Background: an optimization exercise with open tools, aiming at small area and a short achievable clock period. Do not read the settings as production practice. In this exercise RTL edits were held to simulation tests only and were not proved equivalent to the original. No activity file was given, so power comes from the tool's default toggle rates.

==> flow/design.v (excerpt) <==
module cpu (
    input  logic        clk,
    input  logic        a_reset_n,
    output logic [11:0] imem_addr,
    input  logic [31:0] imem_rdata,
    output logic [30:0] dmem_addr,
    output logic        dmem_we,
    output logic [31:0] dmem_wdata,
    input  logic [31:0] dmem_rdata
);
Size in the first run: roughly 4100 cells after synthesis, ~140 I/O pins, roughly 0.052 mm² of cells after synthesis.
clock: 14.0 ns
lec_check: 0
cap_margin: 20
core_margin: 2
core_utilization: 50
cts_buf_list: sky130_fd_sc_hd__clkbuf_8
cts_cluster_diameter: 45
cts_cluster_size: 12
setup_slack_margin: 5
slew_margin: 20
synth_hierarchical: 1
synth_minimum_keep_size: 0
tns_end_percent: 20
run.sh (not shown) runs the stock make flow with config.mk's settings and CLKGATE_MAP_FILE= SYNTH_SCRIPT=/design/flow/synth_recipe.tcl, a recipe that flattens the netlist after the stock synthesis.
Edit:
==> flow/flow/run.sh (new file) <==
#!/bin/bash
# The standard layout, except that:
#  - the port buffers are plain buffers (buf_4) rather than the delay buffers
#    buffer_ports picks by default, so that timing repair can size them;
#  - clock tree synthesis adds no dummy loads.
set -euo pipefail
CTS="-sink_clustering_enable -repair_clock_nets -dont_use_dummy_load"
CTS="$CTS -sink_clustering_size 12 -sink_clustering_max_diameter 45"
CTS="$CTS -buf_list sky130_fd_sc_hd__clkbuf_8"
export BUFFER_PORTS_ARGS="-buffer_cell sky130_fd_sc_hd__buf_4"
export CTS_ARGS="$CTS"
bash standard.sh BUFFER_PORTS_ARGS="$BUFFER_PORTS_ARGS" CTS_ARGS="$CTS" SETUP_SLACK_MARGIN=6 finish > standard.log 2>&1
==> flow/standard.sh (new file) <==
#!/bin/bash
# synth_recipe.tcl (not shown) runs the flow's synth.tcl, then flattens the netlist and writes it again
# the make line also repeats each setting of config.mk as NAME=value (left out here)
make -C /OpenROAD-flow-scripts/flow DESIGN_CONFIG=/design/flow/config.mk WORK_HOME=/design/flow/orfs CLKGATE_MAP_FILE= SYNTH_SCRIPT=/design/flow/synth_recipe.tcl "${@:-finish}"
SETUP_SLACK_MARGIN = unset   (was 5)
removed: flow/run.sh
The changed run ran to the end with no violations.
Critical path depth is lower by 1.
Worst hold slack gets worse by 0.0074 ns.
Cell count decreases by 0.66%.

* * *

Another version of the RTL of cpu (not shown whole).
For scale: roughly 140 I/O pins, ~52,000 µm² of cells after synthesis.
export LEC_CHECK = 0
export CAP_MARGIN = 20
export CORE_MARGIN = 2
export CORE_UTILIZATION = 50
export CTS_BUF_LIST = sky130_fd_sc_hd__clkbuf_8
export CTS_CLUSTER_DIAMETER = 45
export CTS_CLUSTER_SIZE = 12
export SLEW_MARGIN = 20
export SYNTH_HIERARCHICAL = 1
export SYNTH_MINIMUM_KEEP_SIZE = 0
export TNS_END_PERCENT = 5
create_clock -name core_clock -period 14.0 [get_ports {clk}]
standard.sh (not shown) runs the stock make flow with config.mk's settings and CLKGATE_MAP_FILE= SYNTH_SCRIPT=/design/flow/synth_recipe.tcl, a recipe that flattens the netlist after the stock synthesis.
==> flow/flow/run.sh <==
#!/bin/bash
# The standard layout, except that:
#  - the port buffers are plain buffers (buf_4) rather than the delay buffers
#    buffer_ports picks by default, so that timing repair can size them;
#  - clock tree synthesis adds no dummy loads.
set -euo pipefail
CTS="-sink_clustering_enable -repair_clock_nets -dont_use_dummy_load"
CTS="$CTS -sink_clustering_size 12 -sink_clustering_max_diameter 45"
CTS="$CTS -buf_list sky130_fd_sc_hd__clkbuf_8"
export BUFFER_PORTS_ARGS="-buffer_cell sky130_fd_sc_hd__buf_4"
export CTS_ARGS="$CTS"
bash standard.sh BUFFER_PORTS_ARGS="$BUFFER_PORTS_ARGS" CTS_ARGS="$CTS" SETUP_SLACK_MARGIN=6 finish > standard.log 2>&1
The starting point ran to the end with no violations.
Then changed:
--- a/flow/flow/run.sh
+++ b/flow/flow/run.sh
@@ -12 +12 @@
-bash standard.sh BUFFER_PORTS_ARGS="$BUFFER_PORTS_ARGS" CTS_ARGS="$CTS" SETUP_SLACK_MARGIN=6 finish > standard.log 2>&1
+bash standard.sh BUFFER_PORTS_ARGS="$BUFFER_PORTS_ARGS" CTS_ARGS="$CTS" SETUP_SLACK_MARGIN=5.5 finish > standard.log 2>&1
Settings changed: TNS_END_PERCENT 5 to 20.
=> The new run produced a clean layout; routed wire length decreases by about 0.8%; critical path depth increases by 1; global-route usage decreases by 0.97 points; power decreases by 0.31%; first-iteration DRC count increases by about 2%; non-clock buffer count decreases by 8; hold slack barely changes; synthesized cell count stays the same; final area decreases by 1.2%; final cell count hardly moves.
Then changed:
--- a/flow/flow/run.sh
+++ b/flow/flow/run.sh
@@ -12 +12 @@
-bash standard.sh BUFFER_PORTS_ARGS="$BUFFER_PORTS_ARGS" CTS_ARGS="$CTS" SETUP_SLACK_MARGIN=5.5 finish > standard.log 2>&1
+bash standard.sh BUFFER_PORTS_ARGS="$BUFFER_PORTS_ARGS" CTS_ARGS="$CTS" SETUP_SLACK_MARGIN=6 finish > standard.log 2>&1
Effect: The changed run finished clean. Via count goes up by 1.1%. Final cell count goes up by 0.49%. Fmax goes down by 0.32%. Total power goes up by 0.72%. Non-clock buffer count goes up by 28. Synthesized cell count stays the same. Clock power is about the same.

* * *

Setup of pine:
Starting RTL as in the previous note.
==> flow/design.v (excerpt) <==
module cpu (
    input  logic        clk,
    input  logic        a_reset_n,
    output logic [11:0] imem_addr,
    input  logic [31:0] imem_rdata,
    output logic [30:0] dmem_addr,
    output logic        dmem_we,
    output logic [31:0] dmem_wdata,
    input  logic [31:0] dmem_rdata
);
    logic [31:0] ins;
    assign ins = imem_rdata;
    logic [6:0] opc;
    logic [2:0] f3;
    logic [4:0] rd, rs1, rs2;
    assign opc = ins[6:0];
    assign f3  = ins[14:12];
    assign rd  = ins[11:7];
    assign rs1 = ins[19:15];
    assign rs2 = ins[24:20];
    logic is_lui, is_auipc, is_jal, is_jalr, is_br, is_load, is_store, is_opimm, is_op;
    assign is_lui   = ins[5] & ins[4] & ins[2];
    assign is_auipc = ~ins[5] & ins[4] & ins[2];
    assign is_jal   = ins[6] & ins[3];
    assign is_jalr  = ins[6] & ~ins[3] & ins[2];
    assign is_br    = ins[6] & ~ins[2];
    assign is_load  = ~ins[6] & ~ins[5] & ~ins[4];
    assign is_store = ~ins[6] & ins[5] & ~ins[4];
    assign is_opimm = ~ins[5] & ins[4] & ~ins[2];
    assign is_op    = ins[5] & ins[4] & ~ins[2];
    logic [31:0] imm_i, imm_s, imm_u;
    logic [11:0] imm_b, imm_j;           
    assign imm_i = {{20{ins[31]}}, ins[31:20]};
    assign imm_s = {{20{ins[31]}}, ins[31:25], ins[11:7]};
    assign imm_u = {ins[31:12], 12'b0};
    assign imm_b = {ins[7],  ins[30:25], ins[11:8], 1'b0};
    assign imm_j = {ins[20], ins[30:21], 1'b0};
    logic [31:0] regs [1:31];
    logic [31:1] valid;
    logic [31:1] wsel;
    logic [31:0] wdata;
    logic        rf_we;
    assign rf_we = ~(is_br | is_store);        
    rf_wdec wdec (.we(rf_we), .rd(rd), .wsel(wsel));
    always_ff @(posedge clk, negedge a_reset_n) begin
        if (~a_reset_n) valid <= '0;
        else            valid <= valid | wsel;
    end
    for (genvar k = 1; k < 32; k++) begin : g_reg
        always_ff @(posedge clk) begin
            if (wsel[k]) regs[k] <= wdata;
        end
    end
    logic [31:0] a, b, a_addr;
    logic [31:1] sel_a, sel_b;
  ...
export LEC_CHECK = 0
export CAP_MARGIN = 20
export CORE_MARGIN = 2
export CORE_UTILIZATION = 50
export CTS_BUF_LIST = sky130_fd_sc_hd__clkbuf_8
export CTS_CLUSTER_DIAMETER = 50
export CTS_CLUSTER_SIZE = 16
export SLEW_MARGIN = 20
export SYNTH_HIERARCHICAL = 1
export SYNTH_MINIMUM_KEEP_SIZE = 0
export TNS_END_PERCENT = 20
create_clock -name core_clock -period 14.0 [get_ports {clk}]
==> flow/flow/run.sh <==
#!/bin/bash
# The standard layout, except that:
#  - the port buffers are plain buffers (buf_4) rather than the delay buffers
#    buffer_ports picks by default, so that timing repair can size them;
#  - clock tree synthesis adds no dummy loads.
set -euo pipefail
CTS="-sink_clustering_enable -repair_clock_nets -dont_use_dummy_load"
CTS="$CTS -sink_clustering_size 16 -sink_clustering_max_diameter 50"
CTS="$CTS -buf_list sky130_fd_sc_hd__clkbuf_8"
export BUFFER_PORTS_ARGS="-buffer_cell sky130_fd_sc_hd__buf_4"
export CTS_ARGS="$CTS"
bash standard.sh BUFFER_PORTS_ARGS="$BUFFER_PORTS_ARGS" CTS_ARGS="$CTS" SETUP_SLACK_MARGIN=5.5 finish > standard.log 2>&1
pine | stages: all done | timing, DRC, antenna: all pass
The inputs of oak differ from those of pine as listed below.
# pine
export LEC_CHECK = 0
export CAP_MARGIN = 20
export CORE_MARGIN = 2
export CORE_UTILIZATION = 50
export CTS_BUF_LIST = sky130_fd_sc_hd__clkbuf_8
export CTS_CLUSTER_DIAMETER = 50
export CTS_CLUSTER_SIZE = 16
export SLEW_MARGIN = 20
export SYNTH_HIERARCHICAL = 1
export SYNTH_MINIMUM_KEEP_SIZE = 0
export TNS_END_PERCENT = 20
create_clock -name core_clock -period 14.0 [get_ports {clk}]
# oak
export LEC_CHECK = 0
export CAP_MARGIN = 20
export CORE_MARGIN = 2
export CORE_UTILIZATION = 55
export CTS_BUF_LIST = sky130_fd_sc_hd__clkbuf_8
export CTS_CLUSTER_DIAMETER = 45
export CTS_CLUSTER_SIZE = 12
export SLEW_MARGIN = 20
export SYNTH_HIERARCHICAL = 1
export SYNTH_MINIMUM_KEEP_SIZE = 0
export TNS_END_PERCENT = 20
create_clock -name core_clock -period 14.0 [get_ports {clk}]
-- flow/flow/run.sh --
<<< pine, line 8
CTS="$CTS -sink_clustering_size 16 -sink_clustering_max_diameter 50"
>>> oak, line 8
CTS="$CTS -sink_clustering_size 12 -sink_clustering_max_diameter 45"
### Flow results
Taking pine as the reference point, the number of inserted filler cells in the final layout of oak falls by 16%.
Comparing oak with pine, the combinational power came out essentially unchanged.
oak and pine ended up with nearly the same share of power burned in combinational logic.
Comparing the two runs side by side, oak comes out behind pine on sum of internal, switching and leakage power.
From pine to oak, setup TNS after final layout did not move at all.
Per the comparison of oak with pine, portion of total power attributed to the clock network rose by 0.4 points, fraction of power consumed by sequential logic fell by 0.3 points.
Source-to-sink clock delay at the later pin of the worst-skew pair: pine vs oak, no meaningful difference

==> static timing again, ports no longer ideal <==
The results above use ideal ports. As a check the final layouts listed here were re-extracted and re-timed, cells and wires unchanged. Step 1 (the two cells are an assumption about what drives the block):
set clk [get_ports {clk}]
set_driving_cell -lib_cell sky130_fd_sc_hd__clkbuf_16 $clk
set_driving_cell -lib_cell sky130_fd_sc_hd__buf_2 [delete_from_list [all_inputs] $clk]
Step 2 also shifts input and output timing later by t, the mid clock arrival at the registers, as if the neighbouring blocks saw the same clock. a / b / c = ideal ports / drivers / drivers and shift; a / b = the first two.
| run | t (ns) | setup WS [ns] | clock arrival spread, ns | pins driven straight from the clock port |
|---|---|---|---|---|
| the first run of note 1 | 0.883 | 4.750 / 4.724 / 4.291 | 0.057 / 0.057 | 1 |
| the second run of note 1 | 0.854 | 5.369 / 5.260 / 5.179 | 0.114 / 0.113 | 1 |
| the first run of note 2 | 0.848 | 5.382 / 5.317 / 5.193 | 0.119 / 0.120 | 1 |
| the second run of note 2 | 0.846 | 5.386 / 5.218 / 4.797 | 0.092 / 0.092 | 1 |
| the third run of note 2 | 0.849 | 5.358 / 5.175 / 5.124 | 0.131 / 0.131 | 1 |
| pine | 0.838 | 5.370 / 5.321 / 4.702 | 0.086 / 0.087 | 1 |
| oak | 0.844 | 5.315 / 5.294 / 4.600 | 0.067 / 0.067 | 1 |
After both steps setup and hold are still met in every run listed. For oak, which loses most, drivers alone change the setup slack by -0.021 ns; drivers and shift together by -0.715 ns.
